Background: an optimization exercise with open tools, aiming at small area. Do not read the settings as production practice. Only simulation tests tie the RTL to the original design; equivalence was not proved. Power figures rest on the tool's default switching activity, not on a simulated workload.

==> flow/design.v <==
module alu(
    input  wire clock,
    input  wire reset,
    input wire [3:0] ALUSel,
    input wire [31:0] A,
    input wire [31:0] B,
    output reg [31:0] ALU_res
); 
always @( * ) begin
    case(ALUSel)
        4'b0000:  ALU_res = $signed(A) + $signed(B);   
        4'b1000:  ALU_res = $signed(A) - $signed(B);  
        4'b0001:  ALU_res = $unsigned(A) << $unsigned(B[4:0]);  
        4'b0010:  ALU_res = $signed(A) < $signed(B) ? 1:0 ;  
        4'b0011:  ALU_res = $unsigned(A) < $unsigned(B) ? 1:0 ; 
        4'b0100:  ALU_res = $unsigned(A) ^ $unsigned(B);  
        4'b0101:  ALU_res = $unsigned(A) >> $unsigned(B[4:0]); 
        4'b1101:  ALU_res = $signed(A) >>> $unsigned(B[4:0]);  
        4'b0110:  ALU_res = $unsigned(A) | $unsigned(B);  
        4'b0111:  ALU_res = $unsigned(A) & $unsigned(B);  
        default:  ALU_res = A + B;
    endcase
end
endmodule
module cu(
    input  wire clock,
    input  wire reset,
    input wire [6:0] OPC,
    input wire [2:0] func3,
    input wire [6:0] func7,
    input wire BrEQ,  
    input wire BrLT,  
    output reg PCSel,  
    output reg RegWEn,  
    output reg [1:0] BrUn,  
    output reg BSel,  
    output reg ASel,  
    output reg MemRW,  
    output reg [1:0]WBSel,  
    output reg [3:0]ALUSel
); 
always @( * ) begin
    BrUn[0] = func3[1];
    ALUSel[3] = (func7 == 0)? 0 : 1;
    case(OPC)
        7'b0110011: begin    
            PCSel = 0;  
            RegWEn = 1;  
            BSel = 0;  
            ASel = 0;  
            MemRW = 0;  
            WBSel = 2'b01;  
            ALUSel[2:0] = func3;  
            BrUn[1] = 0;
        end 
        7'b0010011: begin  
            PCSel = 0;  
            RegWEn = 1;  
            BSel = 1;  
            ASel = 0;  
            MemRW = 0;  
            WBSel = 2'b01;  
            ALUSel[2:0] = func3;  
            BrUn[1] = 0;
        end 
        7'b1100111: begin  
            PCSel = 1;  
            RegWEn = 1;  
            BSel = 1;  
            ASel = 0;  
            MemRW = 0;  
            WBSel = 2'b10;  
            ALUSel[2:0] = 3'b000;  
            BrUn[1] = 0;
        end 
        7'b0100011: begin
            PCSel = 0;  
            RegWEn = 0;  
            BSel = 1;  
            ASel = 0;  
            MemRW = 1;  
            WBSel = 2'b01;  
            ALUSel[2:0] = 3'b000;  
            BrUn[1] = 0;
        end
        7'b1100011: begin
            PCSel = 0;
            RegWEn = 0;  
            BSel = 1;  
            ASel = 1;  
            MemRW = 0;  
            WBSel = 2'b01;  
            ALUSel[2:0] = 3'b000;  
            BrUn[1] = 1'b1;
        end 
        7'b0110111: begin
            PCSel = 0;  
            RegWEn = 1;  
            BSel = 1;  
            ASel = 0;  
            MemRW = 0;  
            WBSel = 2'b01;  
            ALUSel[2:0] = 3'b000;  
            BrUn[1] = 0;
        end 
        7'b0010111: begin
            PCSel = 0;  
            RegWEn = 1;  
            BSel = 1;  
            ASel = 1;  
            MemRW = 0;  
            WBSel = 2'b01;  
            ALUSel[2:0] = 3'b000;  
            BrUn[1] = 0;
        end 
        7'b1101111: begin
            PCSel = 0;  
            RegWEn = 1;  
            BSel = 1;  
            ASel = 1;  
            MemRW = 0;  
            WBSel = 2'b10;  
            ALUSel[2:0] = 3'b000;  
            BrUn[1] = 0;
        end 
        7'b0000011: begin 
            PCSel = 0;  
            RegWEn = 1;  
            BSel = 1;  
            ASel = 0;  
            MemRW = 0;  
            WBSel = 2'b00;  
            ALUSel[2:0] = 3'b000;  
            BrUn[1] = 0;
        end
        7'b1110011: begin
            PCSel = 0;  
            RegWEn = 0;  
            BSel = 0;  
            ASel = 0;  
            MemRW = 0;  
            WBSel = 2'b01;  
            ALUSel[2:0] = 3'b000;  
            BrUn[1] = 0;
        end 
        default: begin
            PCSel = 0;  
            RegWEn = 0;  
            BSel = 0;  
            ASel = 0;  
            MemRW = 0;  
            WBSel = 2'b01;  
            ALUSel[2:0] = 3'b000;  
            BrUn[1] = 0;
        end
    endcase
end
endmodule
module decode_memory(
    input  wire clock,
    input  wire reset,
    input  wire [31:0] inst,
    output reg [6:0] OPC,
    output reg [4:0] RD,
    output reg [4:0] RS1,
    output reg [4:0] RS2,
    output reg [2:0] func3,
    output reg [6:0] func7,
    output reg [31:0] IMM,
    output reg [4:0] SHAMT
);
wire[19:0] imm_20;
wire[11:0] imm_12;
assign imm_20 = {20{inst[31]}};
assign imm_12 = {12{inst[31]}};
always @( * ) begin
    OPC = inst[6:0];
    case(OPC)
        7'b0110011: begin    
            RD = inst[11:7];
            RS1 = inst[19:15];
            RS2 = inst[24:20];
            func3 = inst[14:12];
            func7 = inst[31:25];
            IMM = 0;
            SHAMT = 0;
        end 
        7'b0010011: begin  
            RD = inst[11:7];
            RS1 = inst[19:15];
            RS2 = 0;
            func3 = inst[14:12];
            func7 = 0;
            IMM[11:0] = inst[31:20];
            IMM[31:12] = imm_20;
            SHAMT = 0 ;
            if(func3 == 3'b001||func3 == 3'b101)begin  
                SHAMT = inst[24:20];
            end
        end 
        7'b1100111: begin  
            RD = inst[11:7];
            RS1 = inst[19:15];
            RS2 = 0;
            func3 = inst[14:12];
            func7 = 0;
            IMM[11:0] = inst[31:20];
            IMM[31:12] = imm_20;
            SHAMT = 0;
        end 
        7'b0100011: begin
            RD = 0;
            RS1 = inst[19:15];
            RS2 = inst[24:20];
            func3 = inst[14:12];
            func7 = 0;
            IMM[4:0] = inst[11:7];
            IMM[11:5] = inst[31:25];
            IMM[31:12] = imm_20;
            SHAMT = 0;
        end
        7'b1100011: begin
            RD = 0;
            RS1 = inst[19:15];
            RS2 = inst[24:20];
            func3 = inst[14:12];
            func7 = 0;
            IMM[0] = 0;
            IMM[4:1] = inst[11:8];
            IMM[10:5] = inst[30:25];
            IMM[11] = inst[7];
            IMM[31:12] = imm_20;
            SHAMT = 0;
        end 
        7'b0110111: begin
            RD = inst[11:7];
            RS1 = 0;
            RS2 = 0;
            func3 = 0;
            func7 = 0;
            IMM[31:12] = inst[31:12];
            IMM[11:0] = {12{1'b0}};
            SHAMT = 0;
        end 
        7'b0010111: begin
            RD = inst[11:7];
            RS1 = 0;
            RS2 = 0;
            func3 = 0;
            func7 = 0;
            IMM[31:12] = inst[31:12];
            IMM[11:0] = {12{1'b0}};
            SHAMT = 0;
        end 
        7'b1101111: begin
            RD = inst[11:7];
            RS1 = 0;
            RS2 = 0;
            func3 = 0;
            func7 = 0;
            IMM[0]= 0; 
            IMM[10:1] = inst[30:21];
            IMM[11] = inst[20];
            IMM[19:12] = inst[19:12];
            IMM[31:20] = imm_12;
            SHAMT = 0;
        end 
        7'b0000011: begin
            RD = inst[11:7];
            RS1 = inst[19:15];
            RS2 = 0;
            func3 = inst[14:12];
            func7 = 0;
            IMM[11:0] = inst[31:20];
            IMM[31:12] = imm_20;
            SHAMT = 0;
        end 
        7'b1110011: begin
            RD = 0;
            RS1 = 0;
            RS2 = 0;
            func3 = 0;
            func7 = 0;
            IMM = 0;
            SHAMT = 0;
        end 
        default: begin
            RD = 0;
            RS1 = 0;
            RS2 = 0;
            func3 = 0;
            func7 = 0;
            IMM = 0;
            SHAMT = 0;
        end
    endcase
end
endmodule
module register_file(
  input  wire clock,
  input wire reset,
  input  wire write_enable,
  input  wire [4:0] addr_rs1,
  input  wire [4:0] addr_rs2,
  input  wire [4:0] addr_rd,
  input  wire [31:0] data_rd,
  output  wire [31:0] data_rs1,
  output  wire [31:0] data_rs2
);
reg [31:0] register[0:31]; 
integer i;  
assign data_rs1 = register[addr_rs1];
assign data_rs2 = register[addr_rs2];
  always @(posedge clock or posedge reset) begin
    if(reset) begin
      for(i=0; i< 32; i=i+1) begin
        register[i] = 0;
      end
      register[2] = 32'h01000000 + 32'd1048576;  
    end
    else if (write_enable && addr_rd != 5'b00000) 
      register[addr_rd] <= data_rd;
  end
endmodule
module pipeline_regs(
    input  wire clock,
    input  wire reset,
    input  wire nop,
    input  wire PCSel_f, 
    input  wire PCSel,  
    input  wire [1:0] BrUn,
    input  wire RegWEn,  
    input  wire BSel,  
    input  wire ASel,  
    input  wire MemRW,  
    input  wire [1:0]WBSel,  
    input  wire [3:0]ALUSel,
    input  wire [31:0]IMM,
    input  wire [2:0] func3,
    input  wire [31:0] pcDi,
    input  wire [31:0] instDi,
    input  wire [31:0] rs1Xi,
    input  wire [31:0] rs2Xi,
    input  wire [4:0]  addr_Xi,
    input  wire [31:0] aluMi,
    input  wire [31:0] rs2Mi,
    input  wire [31:0] dmemWi,
    output reg BSelX,  
    output reg ASelX,  
    output reg MemRWM,  
    output reg PCSelX,  
    output reg [1:0]BrUnX,
    output reg PCSelM,  
    output reg RegWEnW,  
    output reg [1:0]WBSelW,  
    output reg [3:0]ALUSelX,
    output reg [2:0] func3_Xo,
    output reg [2:0]func3_Mo,
    output reg [31:0] pcDo,
    output reg [31:0] instDo,
    output reg [31:0] pcXo,
    output reg [31:0] rs1Xo,
    output reg [31:0] rs2Xo,
    output reg [31:0] immXo,
    output reg [31:0] pcMo,
    output reg [31:0] aluMo,
    output reg [31:0] rs2Mo,
    output reg [31:0] dmemWo,
    output reg [4:0]  addr_Wo,
    output reg [31:0] pcWo
);
    reg [4:0]  addr_Xo;
    reg [4:0]  addr_Mo;
    reg RegWEnX;  
    reg MemRWX;  
    reg RegWEnM;  
    reg [1:0]WBSelM;  
  always @(posedge clock or posedge reset) begin
    if(reset) begin   
        BSelX <= 0;
        ASelX <= 0;
        MemRWM <= 0;
        RegWEnW <= 0;
        WBSelW <= 0;
        ALUSelX <= 0;
        func3_Xo <= 0;
        PCSelX <= 0;
        BrUnX <= 0;
        RegWEnX <= 0;
        MemRWX <= 0;
        PCSelM <= 0;
        RegWEnM <= 0;
        WBSelM <= 0;
        func3_Mo <= 0;
        instDo <= 0;
        pcXo <= 0;
        rs1Xo <= 0;
        rs2Xo <= 0;
        immXo <= 0;
        pcMo <= 0;
        aluMo <= 0;
        rs2Mo <= 0;
        dmemWo <= 0;
        addr_Wo <= 0;
        pcDo <= 0;
        addr_Xo <= 0;
        addr_Mo <= 0;
        pcWo <= 0;
    end
    else if (nop) begin
        RegWEnW  <= RegWEnM;
        WBSelW  <= WBSelM;
        pcWo <= pcMo;
        MemRWM  <= MemRWX;
        PCSelM  <= PCSelX;
        RegWEnM  <= RegWEnX;
        WBSelM  <= WBSel;
        func3_Mo  <= func3_Xo;     
        BSelX  <= 0;
        ASelX  <= 0;
        ALUSelX  <= 0;
        PCSelX  <= 0;
        BrUnX <= 0;
        RegWEnX  <= 0;
        MemRWX  <= 0;
        dmemWo  <= dmemWi;
        addr_Wo  <= addr_Mo;
        pcMo  <= pcXo;
        aluMo  <= aluMi;
        rs2Mo  <= rs2Mi;
        pcXo  <= 0;
        rs1Xo  <= 0;
        rs2Xo  <= 0;
        immXo  <= 0;
        addr_Mo  <= addr_Xo;
        addr_Xo  <= 0;
        func3_Xo  <= 0;
    end
    else if (PCSel_f) begin
        RegWEnW  <= RegWEnM;
        WBSelW  <= WBSelM;
        pcWo <= pcMo;
        MemRWM  <= MemRWX;
        PCSelM  <= PCSelX;
        RegWEnM  <= RegWEnX;
        WBSelM  <= WBSel;
        func3_Mo  <= func3_Xo;     
        BSelX  <= 0;
        ASelX  <= 0;
        ALUSelX  <= 0;
        PCSelX  <= 0;
        BrUnX <= 0;
        RegWEnX  <= 0;;
        MemRWX  <= 0;
        dmemWo  <= dmemWi;
        addr_Wo  <= addr_Mo;
        pcMo  <= pcXo;
        aluMo  <= aluMi;
        rs2Mo  <= rs2Mi;
        pcXo  <= 0;
        rs1Xo  <= 0;
        rs2Xo  <= 0;
        immXo  <= 0;
        instDo  <= 0;
        pcDo  <= 0; 
        addr_Mo  <= addr_Xo;
        addr_Xo  <= 0;
        func3_Xo  <= 0;
    end
    else begin
        RegWEnW  <= RegWEnM;
        WBSelW  <= WBSelM;
        pcWo <= pcMo;
        MemRWM  <= MemRWX;
        PCSelM  <= PCSelX;
        RegWEnM  <= RegWEnX;
        WBSelM  <= WBSel;
        func3_Mo  <= func3_Xo;     
        BSelX  <= BSel;
        ASelX  <= ASel;
        ALUSelX  <= ALUSel;
        PCSelX  <= PCSel;
        BrUnX <= BrUn;
        RegWEnX  <= RegWEn;
        MemRWX  <= MemRW;
        dmemWo  <= dmemWi;
        addr_Wo  <= addr_Mo;
        pcMo  <= pcXo;
        aluMo  <= aluMi;
        rs2Mo  <= rs2Mi;
        pcXo  <= pcDo;
        rs1Xo  <= rs1Xi;
        rs2Xo  <= rs2Xi;
        immXo  <= IMM;
        instDo  <= instDi;
        pcDo  <= pcDi; 
        addr_Mo  <= addr_Xo;
        addr_Xo  <= addr_Xi;
        func3_Xo  <= func3;
    end
 end
endmodule
module f_cu(
    input  wire clock,
    input  wire reset,
    input wire [4:0] addrD,
    input wire [4:0] addrA,
    input wire [4:0] addrB,
    input wire [6:0] OPC,
    input wire [4:0] addrA1,
    input wire [4:0] addrB1,
    input wire [6:0] OPC1,
    output reg f_W_a,  
    output reg f_W_b,  
    output reg f_dataW,  
    output reg f_ALU_a, 
    output reg f_ALU_b, 
    output reg nop, 
    output reg nop_reg
); 
reg [4:0] addrD_reg;
reg [4:0] addrB_reg;
reg [4:0] addrD2_reg;
reg[6:0] OPC_reg;
reg [6:0] OPC2_reg;
reg W_En_m;  
reg W_En_w;
always @( posedge clock or posedge reset) begin
    if(reset)begin
        W_En_m <= 0;
        W_En_w <= 0;
        f_W_a <= 0;
        f_W_b <= 0;
        f_dataW <= 0;
        f_ALU_a <= 0;
        f_ALU_b <= 0;
        nop <= 0;
        addrD_reg <=0;
        addrB_reg <= 0;
        addrD2_reg <= 0;
        OPC_reg <= 0;
        OPC2_reg <= 0;
        nop_reg <= 0;
    end
    else begin
    W_En_m <= (OPC == 7'b0110011 ||OPC == 7'b0010011 || OPC == 7'b0010111 ||OPC == 7'b0110111 ||  OPC == 7'b1101111 || OPC == 7'b1100111 ||OPC == 7'b0000011 ) ? 1 :0 ;
    W_En_w <= (OPC_reg == 7'b0110011 ||OPC_reg == 7'b0010011 || OPC_reg == 7'b0010111 ||OPC_reg == 7'b0110111 ||  OPC_reg == 7'b1101111 || OPC_reg == 7'b1100111 ||OPC_reg == 7'b0000011 ) ? 1 :0 ;
    if(nop)begin
        f_W_a <= (addrA == addrD2_reg && addrA != {5{1'b0}} && W_En_w)? 1:0;
        f_W_b <= (addrB == addrD2_reg && addrB != {5{1'b0}} && W_En_w)? 1:0;
        OPC2_reg <= OPC_reg;
        addrD2_reg <= addrD_reg;
        addrB_reg  <= 0;
        addrD_reg  <= 0;
        OPC_reg <= 0;
        nop <= 0;
        nop_reg <= 1'b1;
    end
    else if (OPC1 == 7'b1101111)begin
        f_dataW <= (addrB_reg == addrD2_reg && addrB_reg != {5{1'b0}} && W_En_w) ? 1:0 ;
        f_W_a <= (addrA == addrD2_reg && addrA != {5{1'b0}} && W_En_w)? 1:0;
        f_W_b <= (addrB == addrD2_reg && addrB != {5{1'b0}} && W_En_w)? 1:0;
        f_ALU_a <= (addrA == addrD_reg && addrA != {5{1'b0}} && W_En_m)? 1:0;
        f_ALU_b <= (addrB == addrD_reg && addrB != {5{1'b0}} && W_En_m)? 1:0;
        nop <= 1;
        OPC2_reg <= OPC_reg;
        addrD2_reg <= addrD_reg;
        addrB_reg  <= addrB;
        addrD_reg  <= addrD;
        OPC_reg <= OPC;
        nop_reg <= 0;
    end
    else begin 
        f_dataW <= (addrB_reg == addrD2_reg && addrB_reg != {5{1'b0}} && W_En_w) ? 1:0 ;
        f_W_a <= (addrA == addrD2_reg && addrA != {5{1'b0}} && W_En_w)? 1:0;
        f_W_b <= (addrB == addrD2_reg && addrB != {5{1'b0}} && W_En_w)? 1:0;
        f_ALU_a <= (addrA == addrD_reg && addrA != {5{1'b0}} && W_En_m)? 1:0;
        f_ALU_b <= (addrB == addrD_reg && addrB != {5{1'b0}} && W_En_m)? 1:0;
        nop <= (OPC == 7'b0000011 && (addrA1 == addrD && addrA1 != {5{1'b0}} || (addrB1 == addrD && addrB1 != {5{1'b0}}  && OPC1 != 7'b0100011 ))) ? 1:0;
        OPC2_reg <= OPC_reg;
        addrD2_reg <= addrD_reg;
        addrB_reg  <= addrB;
        addrD_reg  <= addrD;
        OPC_reg <= OPC;
        nop_reg <= 0;
    end
end  
end
endmodule
module pd(
  input clock,
  input reset,
  output [31:0] imem_addr,
  input  [31:0] imem_rdata,
  output [31:0] dmem_addr,
  output [31:0] dmem_wdata,
  output        dmem_we,
  output [3:0]  dmem_be,
  input  [31:0] dmem_rdata,
  output        wb_en,
  output [4:0]  wb_rd,
  output [31:0] wb_data
);
reg [31:0] PC;  
wire [31:0]rsA;
wire [31:0]rsB;
  wire [31:0] imemory_data_out;
  assign imem_addr = PC;
  assign imemory_data_out = imem_rdata;
  wire [6:0] d_OPC;
  wire [4:0] d_RD;
  wire [4:0] d_RS1;
  wire [4:0] d_RS2;
  wire [2:0] d_func3;
  wire [6:0] d_func7;
  wire [31:0] d_IMM;
  wire [4:0] d_SHAMT;   
  wire [31:0] instDo;
  decode_memory decode_memory_0 (
    .clock(clock),
    .reset(reset),
    .inst(instDo),
    .OPC(d_OPC),
    .RD(d_RD),
    .RS1(d_RS1),
    .RS2(d_RS2),
    .func3(d_func3),
    .func7(d_func7),
    .IMM(d_IMM),
    .SHAMT(d_SHAMT)
  );
  wire c_RegWEn;  
  wire [31:0] r_data_rd;
  wire [31:0] r_data_rs1;
  wire [31:0] r_data_rs2;  
  wire p_RegWEn;
  wire [4:0] addr_Wo;
  wire [31:0] dmemWo;
  register_file register_file_0 (
    .clock(clock),
    .reset(reset),
    .write_enable(p_RegWEn),
    .addr_rs1(d_RS1),
    .addr_rs2(d_RS2),
    .addr_rd(addr_Wo),
    .data_rd(dmemWo),
    .data_rs1(r_data_rs1),
    .data_rs2(r_data_rs2)
  );
  wire[3:0] c_ALUSel;
  wire [31:0] alu_ALU_res;
  wire [31:0] alu_A;
  wire [31:0] alu_B;
  wire[3:0] p_ALUSel;
  alu alu_0 (
    .clock(clock),
    .reset(reset),
    .ALUSel(p_ALUSel),
    .A(alu_A),
    .B(alu_B),
    .ALU_res(alu_ALU_res)
  );
  wire c_MemRW ;  
  wire [31:0] dmemory_dataR;  
  wire [1:0] dmemory_asize;
  assign dmemory_asize = d_func3[1:0]; 
  wire [31:0] aluMo;
  wire [31:0]dataW;
  wire p_MemRW;
  wire [2:0]func3_Mo;
  wire [7:0] pad0;
  wire [7:0] padsign;
  assign pad0 = {8{1'b0}};
  assign padsign = (func3_Mo[1:0] == 2'b01) ? {8{dmem_rdata[7]}} : {8{dmem_rdata[15]}};
  assign dmemory_dataR[7:0]   = dmem_rdata[7:0];
  assign dmemory_dataR[15:8]  = (func3_Mo[1:0] != 2'b00) ? dmem_rdata[15:8]  : (func3_Mo[2] ? pad0 : padsign);
  assign dmemory_dataR[23:16] = (func3_Mo[1:0] == 2'b10) ? dmem_rdata[23:16] : (func3_Mo[2] ? pad0 : padsign);
  assign dmemory_dataR[31:24] = (func3_Mo[1:0] == 2'b10) ? dmem_rdata[31:24] : (func3_Mo[2] ? pad0 : padsign);
  assign dmem_addr  = aluMo;
  assign dmem_wdata = dataW;
  assign dmem_we    = p_MemRW;
  assign dmem_be    = {func3_Mo[1:0] == 2'b10, func3_Mo[1:0] == 2'b10, func3_Mo[1:0] != 2'b00, 1'b1};
  assign wb_en   = p_RegWEn;
  assign wb_rd   = addr_Wo;
  assign wb_data = dmemWo;
    wire c_PCSel ;  
    wire[1:0] c_BrUn; 
    wire c_BSel ;  
    wire c_ASel ;  
    wire[1:0] c_WBSel;  
    wire BrEQ;  
    wire BrLT;  
  cu cu_0 (
    .clock(clock),
    .reset(reset),
    .OPC(d_OPC),
    .func3(d_func3),
    .func7(d_func7),
    .BrEQ(BrEQ),
    .BrLT(BrLT),
    .PCSel(c_PCSel),  
    .RegWEn(c_RegWEn),
    .BrUn(c_BrUn),
    .BSel(c_BSel),
    .ASel(c_ASel),
    .MemRW(c_MemRW),
    .WBSel(c_WBSel),
    .ALUSel(c_ALUSel)
  );
    wire PCSel_f;  
    wire PCSelX ;  
    wire p_PCSel ;  
    wire [1:0]p_BrUn;  
    wire p_BSel ;  
    wire p_ASel ;  
    wire[1:0] p_WBSel;  
    wire [31:0] Imm;
    wire [31:0]rs1Xi;
    wire [31:0]rs2Xi;
    wire [2:0]func3_Xo;
    wire [31:0] pcDo;
    wire [31:0] pcWo;
    wire [31:0] pcXo;
    wire [31:0] rs1Xo;
    wire [31:0] rs2Xo;
    wire [31:0] immXo;
    wire [4:0] shamtXo;
    wire [31:0] pcMo;
    wire [31:0] rs2Mo;
    wire [31:0] instMo;
    wire nop;
  pipeline_regs pipeline_regs_0 (
    .clock(clock),
    .reset(reset),
    .nop(nop),
    .PCSel_f(PCSel_f),  
    .PCSel(c_PCSel),  
    .BrUn(c_BrUn),
    .RegWEn(c_RegWEn),
    .BSel(c_BSel),
    .ASel(c_ASel),
    .MemRW(c_MemRW),
    .WBSel(c_WBSel),
    .ALUSel(c_ALUSel),
    .IMM(Imm),
    .func3(d_func3),
    .pcDi(PC),
    .instDi(imemory_data_out),
    .rs1Xi(rs1Xi),
    .rs2Xi(rs2Xi),
    .addr_Xi(d_RD),
    .aluMi(alu_ALU_res),
    .rs2Mi(rsB),
    .dmemWi(r_data_rd),
    .BSelX(p_BSel),
    .ASelX(p_ASel),
    .MemRWM(p_MemRW),
    .PCSelX(PCSelX),  
    .BrUnX(p_BrUn),
    .PCSelM(p_PCSel),
    .RegWEnW(p_RegWEn),
    .WBSelW(p_WBSel),
    .ALUSelX(p_ALUSel),
    .func3_Xo(func3_Xo),
    .func3_Mo(func3_Mo),
    .pcDo(pcDo),
    .instDo(instDo),
    .pcXo(pcXo),
    .rs1Xo(rs1Xo),
    .rs2Xo(rs2Xo),
    .immXo(immXo),
    .pcMo(pcMo),
    .aluMo(aluMo),
    .rs2Mo(rs2Mo),
    .dmemWo(dmemWo),
    .addr_Wo(addr_Wo),
    .pcWo(pcWo)
  );
  wire [6:0] d1_OPC;
  wire [4:0] d1_RD;
  wire [4:0] d1_RS1;
  wire [4:0] d1_RS2;
  wire [2:0] d1_func3;
  wire [6:0] d1_func7;
  wire [31:0] d1_IMM;
  wire [4:0] d1_SHAMT;   
  decode_memory decode_memory_1 (
    .clock(clock),
    .reset(reset),
    .inst(imemory_data_out),
    .OPC(d1_OPC),
    .RD(d1_RD),
    .RS1(d1_RS1),
    .RS2(d1_RS2),
    .func3(d1_func3),
    .func7(d1_func7),
    .IMM(d1_IMM),
    .SHAMT(d1_SHAMT)
  );
  wire f_ALU_a;
  wire f_ALU_b;
  wire f_W_a;
  wire f_W_b;
  wire f_dataW;
  wire nop_reg;
  f_cu f_cu_0 (
    .clock(clock),
    .reset(reset),
    .addrD(d_RD),
    .addrA(d_RS1),
    .addrB(d_RS2),
    .OPC(d_OPC),
    .addrA1(d1_RS1),
    .addrB1(d1_RS2),
    .OPC1(d1_OPC),
    .f_W_a(f_W_a),
    .f_W_b(f_W_b),
    .f_dataW(f_dataW),
    .f_ALU_a(f_ALU_a),
    .f_ALU_b(f_ALU_b),
    .nop(nop),
    .nop_reg(nop_reg)
  );
assign rsA = f_ALU_a ? aluMo :  (f_W_a ? dmemWo : rs1Xo);
assign rsB = f_ALU_b ? aluMo : (f_W_b ? dmemWo : rs2Xo);
assign dataW = f_dataW ? dmemWo : rs2Mo;
  wire PCSel_B;  
  wire BrEQU;
  wire BrLTU;
  wire BrEQS;
  wire BrLTS;
  assign BrEQU = ($unsigned(rsA) == $unsigned(rsB)) ? 1 : 0;  
  assign BrLTU = ($unsigned(rsA) < $unsigned(rsB)) ? 1: 0;  
  assign BrEQS = ($signed(rsA) == $signed(rsB)) ? 1 : 0;  
  assign BrLTS = ($signed(rsA) < $signed(rsB)) ? 1: 0;  
  assign BrEQ = p_BrUn[0] ? BrEQU : BrEQS;
  assign BrLT = p_BrUn[0] ? BrLTU : BrLTS;
  assign PCSel_B =  (func3_Xo == 3'b000) ? (BrEQ ? 1 : 0) :  
                    (func3_Xo == 3'b001) ? (BrEQ ? 0 : 1) : 
                    (func3_Xo == 3'b100) ? (BrLT ? 1 : 0) : 
                    (func3_Xo == 3'b101) ? (BrLT ? 0 : 1) : 
                    (func3_Xo == 3'b110) ? (BrLT ? 1 : 0) : 
                    (func3_Xo == 3'b111) ? (BrLT ? 0 : 1) : 
                    0;
  assign PCSel_f = (p_BrUn[1]== 1'b1) ? PCSel_B : PCSelX;  
assign rs1Xi = (addr_Wo == d_RS1 && addr_Wo != {5{1'b0}} && p_RegWEn) ? dmemWo : nop_reg ? (f_W_a ? dmemWo:r_data_rs1): r_data_rs1;
assign rs2Xi = (addr_Wo == d_RS2 && addr_Wo != {5{1'b0}} && p_RegWEn) ? dmemWo : nop_reg ? (f_W_b ? dmemWo:r_data_rs2): r_data_rs2;
wire [31:0] shamt;
assign shamt[31:5] = {27{1'b0}};
assign shamt[4:0] = d_SHAMT;
assign Imm = (c_BSel == 1'b1 && c_ALUSel[1:0] == 2'b01) ? shamt : d_IMM ;
assign alu_A = p_ASel ? pcXo : rsA;
assign alu_B = p_BSel ? immXo : rsB;
wire [31:0]pcMo_4;
assign pcMo_4 = (pcMo == {32{1'b0}}) ? 0 : pcMo + 4;
assign r_data_rd = (p_WBSel == 2'b01) ? aluMo : (p_WBSel== 2'b10 ? pcMo_4 : dmemory_dataR);
wire [31:0]PC_4;
assign PC_4 = (PC == {32{1'b0}}) ? 0 : PC + 4;
wire[31:0] PC_nextvalue;
assign PC_nextvalue =  PCSel_f  ? alu_ALU_res : PC_4;
wire[31:0] JAL_PC;
assign JAL_PC = pcDo + d_IMM;
always @(posedge clock or posedge reset) begin
    if (reset)
      PC <= 32'h01000000;
    else if(d_OPC == 7'b1101111 && PC != JAL_PC)
      PC <= JAL_PC;
    else if (nop == 1'b0)
      PC <= PC_nextvalue;
  end
endmodule
==> flow/run.sh <==
#!/bin/bash
# synth_recipe.tcl (not shown) runs the flow's synth.tcl, then flattens the netlist and writes it again
# the make line also repeats each setting of config.mk as NAME=value (left out here)
make -C /OpenROAD-flow-scripts/flow DESIGN_CONFIG=/design/flow/config.mk WORK_HOME=/design/flow/orfs CLKGATE_MAP_FILE= SYNTH_SCRIPT=/design/flow/synth_recipe.tcl finish
==> flow/config.mk <==
export PLATFORM = sky130hd
export DESIGN_NAME = pd
export DESIGN_NICKNAME = pd
export VERILOG_FILES = /design/flow/design.v
export SDC_FILE = /design/flow/constraint.sdc
export NUM_CORES = 4
export LEC_CHECK = 0
export CAP_MARGIN = 20
export CORE_MARGIN = 2
export CORE_UTILIZATION = 30
export PLACE_DENSITY = 0.5
export SLEW_MARGIN = 20
==> flow/constraint.sdc <==
create_clock -name core_clock -period 8.0 [get_ports {clock}]
set_input_delay 1.6000 -clock core_clock [delete_from_list [all_inputs] [get_ports {clock}]]
set_output_delay 1.6000 -clock core_clock [all_outputs]
set_load 0.01 [all_outputs]
==> impl_metrics.csv <==
group,metric,value,unit
routing,firstDrtPassIters,8,
sta,max-slew-margin-rel,9.78,%
pwr,power_frac_seq,43.8,%
logic_synthesis,synth.area.top_cells,"dfrtp_1, mux2_2, a22oi_1, a221oi_1, a22o_1",
logic_synthesis,yosys_warnings,8,
clocking,numClockSinks,1445,
logic_synthesis,syn_inst,7797,
sta,max_slew.worst_pin.slew,1.35,ns
routing,drc_errors,0,
logic_synthesis,ys_seq_area_share,44.2,%
routing,drt-total-wl,451000,um
clocking,postCtsSetupBuffers,0,
clocking,clock-root-buffer,"clkbuf_16",
finish,drive_gt1_share,23.3,%
setup_path,crit_required,8.68,ns
floorplan,ios,205,
finish,final_core_util,34.8,%
global_route,grt_first_pass_wirelength,611000,um
sta,setup_slack,1.28,ns
floorplan,core_region_area,271000,um^2
setup_path,critPathArrivalTime,7.40,ns
global_route,top_usage_layer,"met2",
setup_path,path_class,"reg2reg",
floorplan,rows,191,
hold_path,hold_path_class,"reg2reg",
clocking,cts_buffers,166,
logic_synthesis,yosysUniqueCellTypes,108,
global_route,overflow,0,
sta,rsz0062_at_grt,"no",
placed_design,pre_cts_ws,1.47,ns
placed_design,place.gp.congestion,0.981,
global_route,globalRouteMet1Util,37.9,%
logic_synthesis,synth_area,81900,um^2
setup_path,cp-end-kind,"flip-flop",
routing,antenna_left,0,
sta,finalHoldViolCount,0,
pwr,pwr-share-clk,43.5,%
routing,drt-initial-drc-count,11300,
setup_path,startpoint_type,"flip-flop",
logic_synthesis,synthFlopType,"dfrtp_1",
clocking,ctsHtreeMaxLevel,4,
sta,max_freq,149,MHz
routing,num_vias,74800,
pwr,finalPower,18600,uW
sta,min_period_over_period,84.0,%
clocking,insertion_delay,0.86,ns
sta,min_period,6.72,ns
global_route,grt_pass1_vias,72300,
sta,hold_ws,0.346,ns
routing,routedWlPerCell,39.5,um
routing,via_per_inst,6.55,
clocking,cts_tree,"yes",
logic_synthesis,yosysTopAreaCell,"dfrtp_1",
finish,regMostFlops,"register_file_0.register",
finish,largest_reg_flops,1024,
pwr,pwr-share-comb,12.7,%
floorplan,dieArea,277000,um^2
floorplan,fp.dieH,527,um
outcome,outcome,"no timing/DRC/antenna violations",
floorplan,die_x,527,um
clocking,path_clk_slew,0.06,ns
job,maxCapViolCount,0,
finish,final_cell_mix,"dfrtp_1, mux2_2, a22oi_1",
sta,slew_viol_final,0,
pwr,irDropWorstVdd,0.207,mV
global_route,grt_max_degree,152,
sta,skew,0.0552,ns
finish,layout_commonest_cell,"dfrtp_1",
clocking,ctsHoldBuffers,0,
clocking,cts-resized-gates,0,
setup_path,crit_fanout,25,
logic_synthesis,yosys.area.top_type_share,44.1,%
logic_synthesis,async_flop_share,100,%
pwr,switching_share,30.0,%
pwr,p_per_area,197,nW/um^2
global_route,grtUsageMet3,9.12,%
global_route,grt_usage,31.4,%
sta,setup_tns,0,ns
clocking,clockBufferDepth,3,
pwr,p_int,13000,uW
floorplan,start_util,30.2,%
logic_synthesis,synth-seq-cells,1445,
logic_synthesis,synth_edf_count,0,
global_route,antenna_found_initial,29,
sta,setup_viol,0,
pwr,netSwitchingPower,5590,uW
global_route,met2_usage,48.1,%
logic_synthesis,syn_nets,8030,
placed_design,portBuffers,203,
pwr,p_leak,0.0422,uW
logic_synthesis,syn_area_per_cell,10.5,um^2
finish,fin_nets,7934,
finish,area_growth,15.2,%
placed_design,dpl.hpwl,289000,um
[per-stage QoR]
step	instances	cell area (um^2)
2_1_floorplan	7797	81900
3_3_place_gp	11100	88500
3_5_place_dp	11100	88500
4_1_cts	11400	94200
5_1_grt	11400	94300
6_report	11400	94300
[kinds of logic (layout without fill, tap and decap cells)]
kind of cell	after synthesis	after routing	share of synthesized area, %
AO/OA/AOI/OAI	2267	2267	20.6
XOR/XNOR	125	125	1.52
adder cells (fa/ha/maj)	170	170	2.62
buffers and inverters	922	960	4.41
flip-flops	1445	1445	44.2
multiplexers	1232	1232	16.8
other	1	18	0.00458
AND/OR/NAND/NOR	1635	1635	9.89
[critical path, cell delays in order, from the launching register on]
cell	delay (ns)
dfrtp_1	0.51
nor2b_1	0.31
nand3_1	0.21
a21oi_1	0.86
nand2_1	0.73
nand2_1	0.22
ha_1	0.37
and4_1	0.25
a211o_1	0.28
o221ai_1	0.17
o21ai_2	0.17
a221o_1	0.38
a21oi_2	0.22
xor3_1	0.35
nor2_1	0.20
a41oi_4	0.44
buf_4	0.39
a2111oi_0	0.40
a21oi_1	0.09
[cell usage after synthesis (all sizes together), types with 18 or more instances]
library cell and number:
and3 83, o32a 22, a22oi 475, or4 24
nor3 92, xnor2 67, clkbuf 607, o21bai 18
nor2b 46, ha 164, a221oi 301, o21a 105
nand3 139, o31ai 34, nor4 36, nand2b 99
a211oi 69, o221ai 59, nand4 189, o211ai 54
o21ai 225, buf 147, or3 20, o2bb2ai 18
inv 168, a21oi 271, nor2 396, a21o 48
o22ai 81, a31oi 33, nand2 402, a211o 18
xor2 47, mux2 1081, mux2i 151, and2 36
dfrtp 1442, a22o 282
[routing by layer]
layer,share of wire (%),wire length [um],vias to the layer above
met5,0.028,126,-
met4,8.0,36200,20
met3,11,48100,1520
met2,44,199000,5556
met1,37,168000,38200
li1,-,-,29400
[cell type report]
type | instances | area (um^2)
diodes | 17 | 42.5
clock buffers | 231 | 4760
clock inverters | 71 | 947
fillers | 27100 | 177000
inverters | 168 | 639
multi-input cells | 5430 | 42900
flip-flops and latches | 1445 | 36200
well taps | 3570 | 4470
repair buffers | 490 | 4390
[path summary, 6_finish.rpt]
check	start	endpoint	slack (ns)	depth (start not counted)
hold / removal	pipeline_regs_0.addr_Xo[4]	pipeline_regs_0.addr_Mo[4]	0.35	0
max in group asynchronous	reset	f_cu_0.nop	4.73	4
hold reg to reg	pipeline_regs_0.addr_Xo[4]	pipeline_regs_0.addr_Mo[4]	0.35	0
setup reg to reg	pipeline_regs_0.instDo[5]	PC[30]	1.28	18
setup / recovery	pipeline_regs_0.instDo[5]	PC[30]	1.28	18
min in group asynchronous	reset	register_file_0.register[13][4]	1.24	2
[power groups by stage]
stage                     combinational (uW)  sequential, uW  clock (uW)
after global routing                    2490            8160        8450
after floorplan                         1400            7920           0
after detailed placement                2320            8270           0
after CTS                               2330            8140        8150
final                                   2360            8160        8090
after global placement                  2340            8270           0

-- separate check: timing with driven ports --
How much do the figures lean on ideal ports? The routed layout below was timed once more, with nothing changed but the port constraints. Step 1 sets driving cells, clkbuf_16 on the clock port and buf_2 on the other inputs (assumed; they add their load-dependent delay and slew). Step 2, shift: input delay + t, output delay - t, t = (earliest + latest rising clock arrival at the registers) / 2. This alone moves slack from input paths to output paths. Slacks: no drivers / after step 1 / after step 2; pairs: no drivers / after step 1.
t, ns: 0.932
setup slack, ns: 1.279 / 1.279 / 1.279
hold slack, ns: 0.346 / 0.346 / 0.346
After both steps this run still meets setup and hold. For this run, drivers alone change the setup slack by 0.000 ns; drivers and shift together by 0.000 ns.
